Context: an optimization exercise on an open-source flow, tuned for small area, a short achievable clock period and few clock cycles per item. The choices shown serve that exercise and are no tape-out recipe.

==> yarrow: inputs <==
==> flow/design.v <==
`timescale 1ns / 1ps
module BkCarry #(parameter WIDTH = 17, parameter LOGW = 5) (
    input  [WIDTH-1:0] p,
    input  [WIDTH-1:0] g,
    input              ci,
    output [WIDTH-1:0] co
);
    integer i, j;
    reg [WIDTH-1:0] pp, gg;
    always @* begin
        pp = p;
        gg = g;
        gg[0] = g[0] | (p[0] & ci);
        for (i = 1; i <= LOGW; i = i + 1) begin
            for (j = 2**i - 1; j < WIDTH; j = j + 2**i) begin
                gg[j] = gg[j] | (pp[j] & gg[j - 2**(i-1)]);
                pp[j] = pp[j] & pp[j - 2**(i-1)];
            end
        end
        for (i = LOGW; i > 0; i = i - 1) begin
            for (j = 2**i + 2**(i-1) - 1; j < WIDTH; j = j + 2**i) begin
                gg[j] = gg[j] | (pp[j] & gg[j - 2**(i-1)]);
                pp[j] = pp[j] & pp[j - 2**(i-1)];
            end
        end
    end
    assign co = gg;
endmodule
`timescale 1ns / 1ps
module Lzc16 (
    input  [15:0] x,
    output [3:0]  n
);
    wire       z3 = ~|x[15:8];
    wire [7:0] y8 = z3 ? x[7:0] : x[15:8];
    wire       z2 = ~|y8[7:4];
    wire [3:0] y4 = z2 ? y8[3:0] : y8[7:4];
    wire       z1 = ~|y4[3:2];
    wire [1:0] y2 = z1 ? y4[1:0] : y4[3:2];
    wire       z0 = ~y2[1];
    assign n = {z3, z2, z1, z0};
endmodule
module PrefixOr16 (
    input  [15:0] x,
    output [15:0] y
);
    wire [15:0] l1 = x  | {x[14:0], 1'b0};
    wire [15:0] l2 = l1 | {l1[13:0], 2'b0};
    wire [15:0] l3 = l2 | {l2[11:0], 4'b0};
    assign y       = l3 | {l3[7:0], 8'b0};
endmodule
`timescale 1ns / 1ps
module ALU_16bit (
    input              clk,
    input              rst,
    input              start,
    input       [3:0]  op,
    input  signed [15:0] A,
    input  signed [15:0] B,
    output reg signed [15:0] Z_low,
    output     signed [15:0] Z_high,
    output reg         valid
);
    reg  [15:0] zh_r;
    reg         zh_ext;
    assign Z_high = zh_r | {16{zh_ext & Z_low[15]}};
    reg        s_mul;      
    reg        s_norm;     
    reg        s_iter;     
    reg        s_fix;      
    reg  [3:0] cnt;
    reg        d_one, d_two, d_neg;    
    reg        f_one, f_two, f_neg;    
    reg        triv;       
    wire idle   = ~(s_mul | s_norm | s_iter | s_fix);
    wire go     = start & idle;
    wire op_mul = (op == 4'b0010);
    wire op_div = (op == 4'b0011);
    wire sign_a = A[15];
    wire sign_b = B[15];
    wire sign_q = A[15] ^ B[15];
    wire dz     = ~|B;
    wire [15:0] xa = {A[14:0] ^ {15{sign_a}}, 1'b1};
    wire [15:0] xb = {B[14:0] ^ {15{sign_b}}, 1'b1};
    wire [3:0]  ca1, cb1;
    Lzc16 lza (.x(xa), .n(ca1));
    Lzc16 lzb (.x(xb), .n(cb1));
    wire        npw   = sign_a & ~|({A[14:0], 1'b0} & ~A);
    wire [5:0]  u_k   = {2'b00, cb1} - {2'b00, ca1} + {5'd0, npw};       
    wire        trivial = u_k[5];                      
    wire        t_zero = A[15] & ~A[14] & (&B);
    wire [3:0]  u_ld  = u_k[3:0] | {4{t_zero}};        
    wire [16:0] a_ext  = {A, 1'b0};
    wire [1:0]  nxt_j  = s_mul ? {1'b1, ~cnt[1]} : 2'd1;
    wire [2:0]  trp_lo = a_ext[{nxt_j, 2'b00} +: 3];
    wire [2:0]  trp_hi = a_ext[{nxt_j, 2'b10} +: 3];
    wire n_one = trp_lo[1] ^ trp_lo[0];
    wire n_two = (trp_lo == 3'b011) | (trp_lo == 3'b100);
    wire n_neg = trp_lo[2] & ~(trp_lo[1] & trp_lo[0]);
    wire m_one = trp_hi[1] ^ trp_hi[0];
    wire m_two = (trp_hi == 3'b011) | (trp_hi == 3'b100);
    wire m_neg = trp_hi[2] & ~(trp_hi[1] & trp_hi[0]);
    wire [15:0] r_sh   = {zh_r[14:0], Z_low[15]};
    wire        fix_neg = s_fix & sign_a;
    wire [19:0] ax = ({20{s_mul}}  & {{4{zh_r[15]}}, zh_r})
                   | ({20{s_iter}} & {4'b0000, r_sh})
                   | ({20{s_fix}}  & ({4'b0000, zh_r} ^ {20{fix_neg}}))
                   | ({20{idle & A[1]}} & {{3{B[15]}}, B, 1'b0});
    wire e1   = (s_mul & d_one) | s_iter | (idle & A[0]);
    wire e2   = s_mul & d_two;
    wire inv  = (s_mul & d_neg) | (s_iter & ~sign_b);
    wire h1   = (s_mul & f_one) | (idle & A[2]);
    wire h2   = (s_mul & f_two) | (idle & A[3] & ~A[2]);
    wire hinv = (s_mul & f_neg) | (idle & A[3]);
    wire        mul_any = s_mul | idle;
    wire [17:0] by18 = (({18{e1}} & {{2{B[15]}}, B}) | ({18{e2}} & {B[15], B, 1'b0})) ^ {18{inv}};
    wire [19:0] by  = {{2{by18[17]}}, by18};
    wire [17:0] hy  = ((({18{h1}} & {{2{B[15]}}, B}) | ({18{h2}} & {B[15], B, 1'b0})) ^ {18{hinv}});
    wire [19:0] ty  = mul_any ? {hy, hinv, inv} : 20'd0;
    wire [19:0] cs_s = ax ^ by ^ ty;
    wire [19:0] cs_c = {(ax[18:0] & by[18:0]) | (ax[18:0] & ty[18:0]) | (by[18:0] & ty[18:0]), mul_any & hinv};
    wire        a_ci = mul_any ? hinv : (inv | fix_neg);
    wire [20:0] s21 = {cs_s, 1'b1} + {cs_c, a_ci};
    wire [19:0] sum = s21[20:1];
    wire        sub  = op[0] | op[2];              
    wire [16:0] ae   = {A[15], A};
    wire [16:0] be   = {B[15], B} ^ {17{sub}};
    wire [16:0] ap   = ae ^ be;
    wire [16:0] ag   = ae & be;
    wire [16:0] aco;
    BkCarry #(.WIDTH(17), .LOGW(5)) acy (.p(ap), .g(ag), .ci(sub), .co(aco));
    wire [16:0] add  = ap ^ {aco[15:0], sub};
    wire        cn_on = s_norm ? sign_a : sign_q;    
    wire [15:0] zl_or;                                
    PrefixOr16 zpo (.x(Z_low), .y(zl_or));
    wire [15:0] zl_cn = Z_low ^ ({zl_or[14:0], 1'b0} & {16{cn_on}});
    wire        right  = op[0];                    
    wire [15:0] r_in   = s_norm ? zl_cn : (right ? {A[14:0], A[15]} : A);
    wire [3:0]  r_amt  = (B[3:0] ^ {4{right}}) & {4{~s_norm}} | (~cnt & {4{s_norm}});
    wire [31:0] r_dbl  = {r_in, r_in} << r_amt;
    wire [15:0] rot    = r_dbl[31:16];
    wire [15:0] hmask  = 16'hFFFF << r_amt;        
    wire [15:0] shr_m  = 16'hFFFF >> B[3:0];
    wire        lt  = add[16];
    wire        eq  = &ap[15:0];
    wire        op_cmp = (op == 4'b0100);
    wire        op_log = (op[3:2] == 2'b01 & op[1:0] != 2'b00) | (op[3:1] == 3'b100);   
    wire        op_shl = (op == 4'b1010);
    wire        op_shr = (op == 4'b1011);
    wire        op_rot = (op[3:1] == 3'b110);
    wire        op_sum = (op[3:1] == 3'b000);                                          
    wire        g_t11 = (op == 4'b0110) | (op == 4'b1000);                      
    wire        g_t01 = (op == 4'b0101) | (op == 4'b1000) | (op == 4'b1001);   
    wire        g_t00 = (op == 4'b0101) | (op == 4'b0111);                      
    reg  [15:0] logic_r;
    integer li;
    always @(*)
        for (li = 0; li < 16; li = li + 1)
            logic_r[li] = A[li] ? (B[li] ? g_t11 : g_t01) : (B[li] ? g_t01 : g_t00);
    wire [15:0] sh_m  = ({16{op_shl}} & hmask) | ({16{op_shr}} & shr_m) | {16{op_rot}};
    wire [15:0] res   = ({16{op_sum}} & add[15:0])
                      | ({16{op_div}} & A)
                      | ({16{op_log}} & logic_r)
                      | (sh_m & rot)
                      | {{15{op_cmp & lt}}, op_cmp & (lt | ~eq)};
    wire take = ~sum[19];                 
    wire sel_mul  = s_mul | (idle & op_mul);
    wire sel_norm = s_norm;
    wire sel_iter = s_iter;
    wire sel_fix  = s_fix;
    wire sel_idle = idle & ~op_mul;
    always @(posedge clk or negedge rst) begin
        if (!rst) begin
            valid  <= 1'b0;
            s_mul  <= 1'b0;
            s_norm <= 1'b0;
            s_iter <= 1'b0;
            s_fix  <= 1'b0;
            cnt    <= 4'd0;
        end else begin
            valid <= 1'b0;
            if (go) begin
                if (op_mul) begin
                    s_mul <= 1'b1;
                    cnt   <= 4'd2;
                end else if (op_div) begin
                    s_norm <= 1'b1;
                    cnt    <= u_ld;
                end else begin
                    valid <= 1'b1;
                end
            end
            if (s_mul) begin
                cnt <= cnt - 4'd1;
                if (cnt[1:0] == 2'd0) begin
                    s_mul <= 1'b0;
                    valid <= 1'b1;
                end
            end
            if (s_norm) begin
                s_norm <= 1'b0;
                if (triv)
                    valid  <= 1'b1;
                else
                    s_iter <= 1'b1;
            end
            if (s_iter) begin
                cnt <= cnt - 4'd1;
                if (cnt[3:0] == 4'd0) begin
                    s_iter <= 1'b0;
                    if (sign_q | sign_a)
                        s_fix <= 1'b1;
                    else
                        valid <= 1'b1;
                end
            end
            if (s_fix) begin
                s_fix <= 1'b0;
                valid <= 1'b1;
            end
        end
    end
    always @(posedge clk) begin
        d_one <= n_one;
        d_two <= n_two;
        d_neg <= n_neg;
        f_one <= m_one;
        f_two <= m_two;
        f_neg <= m_neg;
        triv  <= trivial | dz;
        zh_r   <= ({16{sel_mul}}  & sum[19:4])
                | ({16{sel_norm}} & (triv ? A : (rot & ~hmask)))
                | ({16{sel_iter}} & ((take ? sum[15:0] : r_sh)))
                | ({16{sel_fix}}  & sum[15:0])
                | ({16{sel_idle & op_div}} & A);
        zh_ext <= sel_idle & op_sum;
        Z_low  <= ({16{sel_mul}}  & {sum[3:0], Z_low[15:4]})
                | ({16{sel_norm}} & (triv ? {16{dz}} : (rot & hmask)))
                | ({16{sel_iter}} & {Z_low[14:0], take})
                | ({16{sel_fix}}  & zl_cn)
                | ({16{sel_idle}} & res);
    end
endmodule
==> flow/flow/run.sh <==
#!/bin/bash
# The standard layout, except that the ports are buffered with buf_2 cells
# instead of the default delay-type buffer.  Each tool's output is in
# standard.log (make) and orfs/logs/.
export BUFFER_PORTS_ARGS="-buffer_cell sky130_fd_sc_hd__buf_2"
bash standard.sh > standard.log 2>&1
==> flow/standard.sh <==
#!/bin/bash
# synth_recipe.tcl (not shown) runs the flow's synth.tcl, then flattens the netlist and writes it again
# the make line also repeats each setting of config.mk as NAME=value (left out here)
make -C /OpenROAD-flow-scripts/flow DESIGN_CONFIG=/design/flow/config.mk WORK_HOME=/design/flow/orfs CLKGATE_MAP_FILE= SYNTH_SCRIPT=/design/flow/synth_recipe.tcl "${@:-finish}"
==> flow/config.mk <==
export PLATFORM = sky130hd
export DESIGN_NAME = ALU_16bit
export DESIGN_NICKNAME = ALU_16bit
export VERILOG_FILES = /design/flow/design.v
export SDC_FILE = /design/flow/constraint.sdc
export NUM_CORES = 4
export LEC_CHECK = 0
export ABC_AREA = 1
export CAP_MARGIN = 20
export CORE_MARGIN = 2
export CORE_UTILIZATION = 40
export SETUP_SLACK_MARGIN = 1.0
export SLEW_MARGIN = 20
==> flow/constraint.sdc <==
create_clock -name core_clock -period 6.0 [get_ports {clk}]
set_input_delay 1.2000 -clock core_clock [delete_from_list [all_inputs] [get_ports {clk}]]
set_output_delay 1.2000 -clock core_clock [all_outputs]
set_load 0.01 [all_outputs]
==> zinc: changes against yarrow <==
==> flow/design.v (replaced) <==
`timescale 1ns / 1ps
module Lzc16 (
    input  [15:0] x,
    output [3:0]  n
);
    wire       z3 = ~|x[15:8];
    wire [7:0] y8 = z3 ? x[7:0] : x[15:8];
    wire       z2 = ~|y8[7:4];
    wire [3:0] y4 = z2 ? y8[3:0] : y8[7:4];
    wire       z1 = ~|y4[3:2];
    wire [1:0] y2 = z1 ? y4[1:0] : y4[3:2];
    wire       z0 = ~y2[1];
    assign n = {z3, z2, z1, z0};
endmodule
module PrefixOr16 (
    input  [15:0] x,
    output [15:0] y
);
    wire [15:0] l1 = x  | {x[14:0], 1'b0};
    wire [15:0] l2 = l1 | {l1[13:0], 2'b0};
    wire [15:0] l3 = l2 | {l2[11:0], 4'b0};
    assign y       = l3 | {l3[7:0], 8'b0};
endmodule
`timescale 1ns / 1ps
module ALU_16bit (
    input              clk,
    input              rst,
    input              start,
    input       [3:0]  op,
    input  signed [15:0] A,
    input  signed [15:0] B,
    output reg signed [15:0] Z_low,
    output reg signed [15:0] Z_high,
    output reg         valid
);
    reg        s_mul;      
    reg        s_norm;     
    reg        s_iter;     
    reg        s_fix;      
    reg  [4:0] cnt;
    reg        d_one, d_two, d_neg;    
    reg        f_one, f_two, f_neg;    
    reg        triv;       
    wire idle   = ~(s_mul | s_norm | s_iter | s_fix);
    wire go     = start & idle;
    wire op_mul = (op == 4'b0010);
    wire op_div = (op == 4'b0011);
    wire sign_a = A[15];
    wire sign_b = B[15];
    wire sign_q = A[15] ^ B[15];
    wire dz     = ~|B;
    wire [15:0] xa = {A[14:0] ^ {15{sign_a}}, 1'b1};
    wire [15:0] xb = {B[14:0] ^ {15{sign_b}}, 1'b1};
    wire [3:0]  ca1, cb1;
    Lzc16 lza (.x(xa), .n(ca1));
    Lzc16 lzb (.x(xb), .n(cb1));
    wire [4:0]  t_k   = {1'b0, ca1} + {1'b0, ~cb1} + {4'd0, ~sign_a};
    wire        trivial = t_k[4] & (|t_k[3:0]);        
    wire        t_zero = A[15] & ~A[14] & (&B);
    wire [4:0]  t_ld  = {t_k[4:1], t_k[0] | t_zero};
    wire [16:0] a_ext  = {A, 1'b0};
    wire [1:0]  nxt_j  = s_mul ? (cnt[1:0] + 2'd1) : 2'd1;
    wire [2:0]  trp_lo = a_ext[{nxt_j, 2'b00} +: 3];
    wire [2:0]  trp_hi = a_ext[{nxt_j, 2'b10} +: 3];
    wire n_one = trp_lo[1] ^ trp_lo[0];
    wire n_two = (trp_lo == 3'b011) | (trp_lo == 3'b100);
    wire n_neg = trp_lo[2] & ~(trp_lo[1] & trp_lo[0]);
    wire m_one = trp_hi[1] ^ trp_hi[0];
    wire m_two = (trp_hi == 3'b011) | (trp_hi == 3'b100);
    wire m_neg = trp_hi[2] & ~(trp_hi[1] & trp_hi[0]);
    wire [15:0] r_sh   = {Z_high[14:0], Z_low[15]};
    wire        fix_neg = s_fix & sign_a;
    reg  [19:0] ax;
    reg         e1, e2, inv;
    reg         h1, h2, hinv;
    always @(*) begin
        h1 = 1'b0;   h2 = 1'b0;   hinv = 1'b0;
        if (s_mul) begin
            ax = {{4{Z_high[15]}}, Z_high};
            e1 = d_one;  e2 = d_two;  inv = d_neg;
            h1 = f_one;  h2 = f_two;  hinv = f_neg;
        end else if (s_iter) begin
            ax = {4'b0000, r_sh};
            e1 = 1'b1;   e2 = 1'b0;   inv = ~sign_b;
        end else if (s_fix) begin
            ax = {4'b0000, Z_high} ^ {20{fix_neg}};
            e1 = 1'b0;   e2 = 1'b0;   inv = 1'b0;
        end else begin
            ax = {20{A[1]}} & {{3{B[15]}}, B, 1'b0};
            e1 = A[0];   e2 = 1'b0;   inv = 1'b0;
            h1 = A[2];   h2 = A[3] & ~A[2];   hinv = A[3];
        end
    end
    wire        mul_any = s_mul | idle;
    wire [17:0] by18 = (({18{e1}} & {{2{B[15]}}, B}) | ({18{e2}} & {B[15], B, 1'b0})) ^ {18{inv}};
    wire [19:0] by  = {{2{by18[17]}}, by18};
    wire [17:0] hy  = ((({18{h1}} & {{2{B[15]}}, B}) | ({18{h2}} & {B[15], B, 1'b0})) ^ {18{hinv}});
    wire [19:0] ty  = mul_any ? {hy, hinv, inv} : 20'd0;
    wire [19:0] cs_s = ax ^ by ^ ty;
    wire [19:0] cs_c = {(ax[18:0] & by[18:0]) | (ax[18:0] & ty[18:0]) | (by[18:0] & ty[18:0]), mul_any & hinv};
    wire        a_ci = mul_any ? hinv : (inv | fix_neg);
    wire [20:0] s21 = {cs_s, 1'b1} + {cs_c, a_ci};
    wire [19:0] sum = s21[20:1];
    wire        sub  = op[0] | op[2];              
    wire [17:0] ad_s = {A[15], A, 1'b1} + ({B[15], B, sub} ^ {{17{sub}}, 1'b0});
    wire [16:0] add  = ad_s[17:1];
    wire        cn_on = s_norm ? sign_a : sign_q;    
    wire [15:0] zl_or;                                
    PrefixOr16 zpo (.x(Z_low), .y(zl_or));
    wire [15:0] zl_cn = Z_low ^ ({zl_or[14:0], 1'b0} & {16{cn_on}});
    wire        right  = op[0];                    
    wire [15:0] r_in   = s_norm ? {zl_cn[0], zl_cn[15:1]} : (right ? {A[14:0], A[15]} : A);
    wire [3:0]  r_amt  = s_norm ? cnt[3:0] : (B[3:0] ^ {4{right}});
    wire [31:0] r_dbl  = {r_in, r_in} << r_amt;
    wire [15:0] rot    = r_dbl[31:16];
    wire [15:0] hmask  = 16'hFFFF << r_amt;        
    wire [15:0] nmask  = {1'b1, cnt[4] ? 15'd0 : hmask[15:1]};    
    wire [15:0] shr_m  = 16'hFFFF >> B[3:0];
    wire        lt  = add[16];
    wire        eq  = (A == B);
    wire        op_cmp = (op == 4'b0100);
    wire        op_log = (op[3:2] == 2'b01 & op[1:0] != 2'b00) | (op[3:1] == 3'b100);   
    wire        op_shl = (op == 4'b1010);
    wire        op_shr = (op == 4'b1011);
    wire        op_rot = (op[3:1] == 3'b110);
    wire        op_sum = (op[3:1] == 3'b000);                                          
    wire        g_t11 = (op == 4'b0110) | (op == 4'b1000);                      
    wire        g_t01 = (op == 4'b0101) | (op == 4'b1000) | (op == 4'b1001);   
    wire        g_t00 = (op == 4'b0101) | (op == 4'b0111);                      
    wire [15:0] l_and = A & B;
    wire [15:0] l_or  = A | B;
    wire [15:0] logic_r = (l_and & {16{g_t11}}) | (l_or & ~l_and & {16{g_t01}}) | (~l_or & {16{g_t00}});
    wire [15:0] sh_m  = ({16{op_shl}} & hmask) | ({16{op_shr}} & shr_m) | {16{op_rot}};
    wire [15:0] res   = ({16{op_sum}} & add[15:0])
                      | ({16{op_div}} & A)
                      | ({16{op_log}} & logic_r)
                      | (sh_m & rot)
                      | {{15{op_cmp & lt}}, op_cmp & (lt | ~eq)};
    wire take = ~sum[19];                 
    always @(posedge clk or negedge rst) begin
        if (!rst) begin
            valid  <= 1'b0;
            s_mul  <= 1'b0;
            s_norm <= 1'b0;
            s_iter <= 1'b0;
            s_fix  <= 1'b0;
            cnt    <= 5'd0;
        end else begin
            valid <= 1'b0;
            if (go) begin
                if (op_mul) begin
                    s_mul <= 1'b1;
                    cnt   <= 5'd1;
                end else if (op_div) begin
                    s_norm <= 1'b1;
                    cnt    <= t_ld;
                end else begin
                    valid <= 1'b1;
                end
            end
            if (s_mul) begin
                cnt <= cnt + 5'd1;
                if (cnt[1:0] == 2'd3) begin
                    s_mul <= 1'b0;
                    valid <= 1'b1;
                end
            end
            if (s_norm) begin
                s_norm <= 1'b0;
                cnt    <= 5'd16 - cnt;
                if (triv)
                    valid  <= 1'b1;
                else
                    s_iter <= 1'b1;
            end
            if (s_iter) begin
                cnt <= cnt - 5'd1;
                if (cnt[3:0] == 4'd0) begin
                    s_iter <= 1'b0;
                    if (sign_q | sign_a)
                        s_fix <= 1'b1;
                    else
                        valid <= 1'b1;
                end
            end
            if (s_fix) begin
                s_fix <= 1'b0;
                valid <= 1'b1;
            end
        end
    end
    always @(posedge clk) begin
        d_one <= n_one;
        d_two <= n_two;
        d_neg <= n_neg;
        f_one <= m_one;
        f_two <= m_two;
        f_neg <= m_neg;
        triv  <= trivial | dz;
        if (s_mul | (idle & op_mul)) begin
            Z_high <= sum[19:4];
            Z_low  <= {sum[3:0], Z_low[15:4]};
        end else if (s_norm) begin
            Z_high <= triv ? A : (rot & ~nmask);
            Z_low  <= triv ? {16{dz}} : (rot & nmask);
        end else if (s_iter) begin
            Z_high <= take ? sum[15:0] : r_sh;
            Z_low  <= {Z_low[14:0], take};
        end else if (s_fix) begin
            Z_high <= sum[15:0];
            Z_low  <= zl_cn;
        end else begin
            Z_high <= op_div ? A : (op_sum ? {16{add[15]}} : 16'd0);
            Z_low  <= res;
        end
    end
endmodule
SETUP_SLACK_MARGIN = not set   (was 1.0)
==> notes <==
Between zinc and yarrow, the lower clock-buffer cell count is in yarrow (gap 3). Between zinc and yarrow, the lower synthesized cell count is in yarrow (gap about 14%, measured against yarrow). In yarrow the first-iteration DRC count is smaller than in zinc, by 19%. Against yarrow, the non-clock buffer count of zinc is higher by 7. Sequential share of layout area: zinc is lower than yarrow (0.78 points).
Function was not checked in any run of this note: the RTL went through the layout flow alone.

[static timing again, ports no longer ideal]
The results above use ideal ports. As a check the final layouts listed here were re-extracted and re-timed, cells and wires unchanged.
Step 1, drivers: a clkbuf_16 drives clk and a buf_2 each remaining input, both assumed.
Step 2 times the ports against the registers' clock, not the clock port: input delays grow and output delays shrink by t, the midpoint of the rising clock arrivals with the driver on.
a / b / c = no drivers / after step 1 / after step 2; a / b = the first two.
run	t, ns	setup slack, ns	latest minus earliest clock arrival (ns)	pins driven straight from the clock port
yarrow	0.358	1.170 / 1.194 / 0.835	0.007 / 0.007	1
zinc	0.346	0.334 / 0.358 / 0.012	0.006 / 0.006	1
After both steps every run listed still meets setup and hold. For yarrow, which loses most, drivers alone change the setup slack by +0.024 ns; drivers and shift together by -0.335 ns.
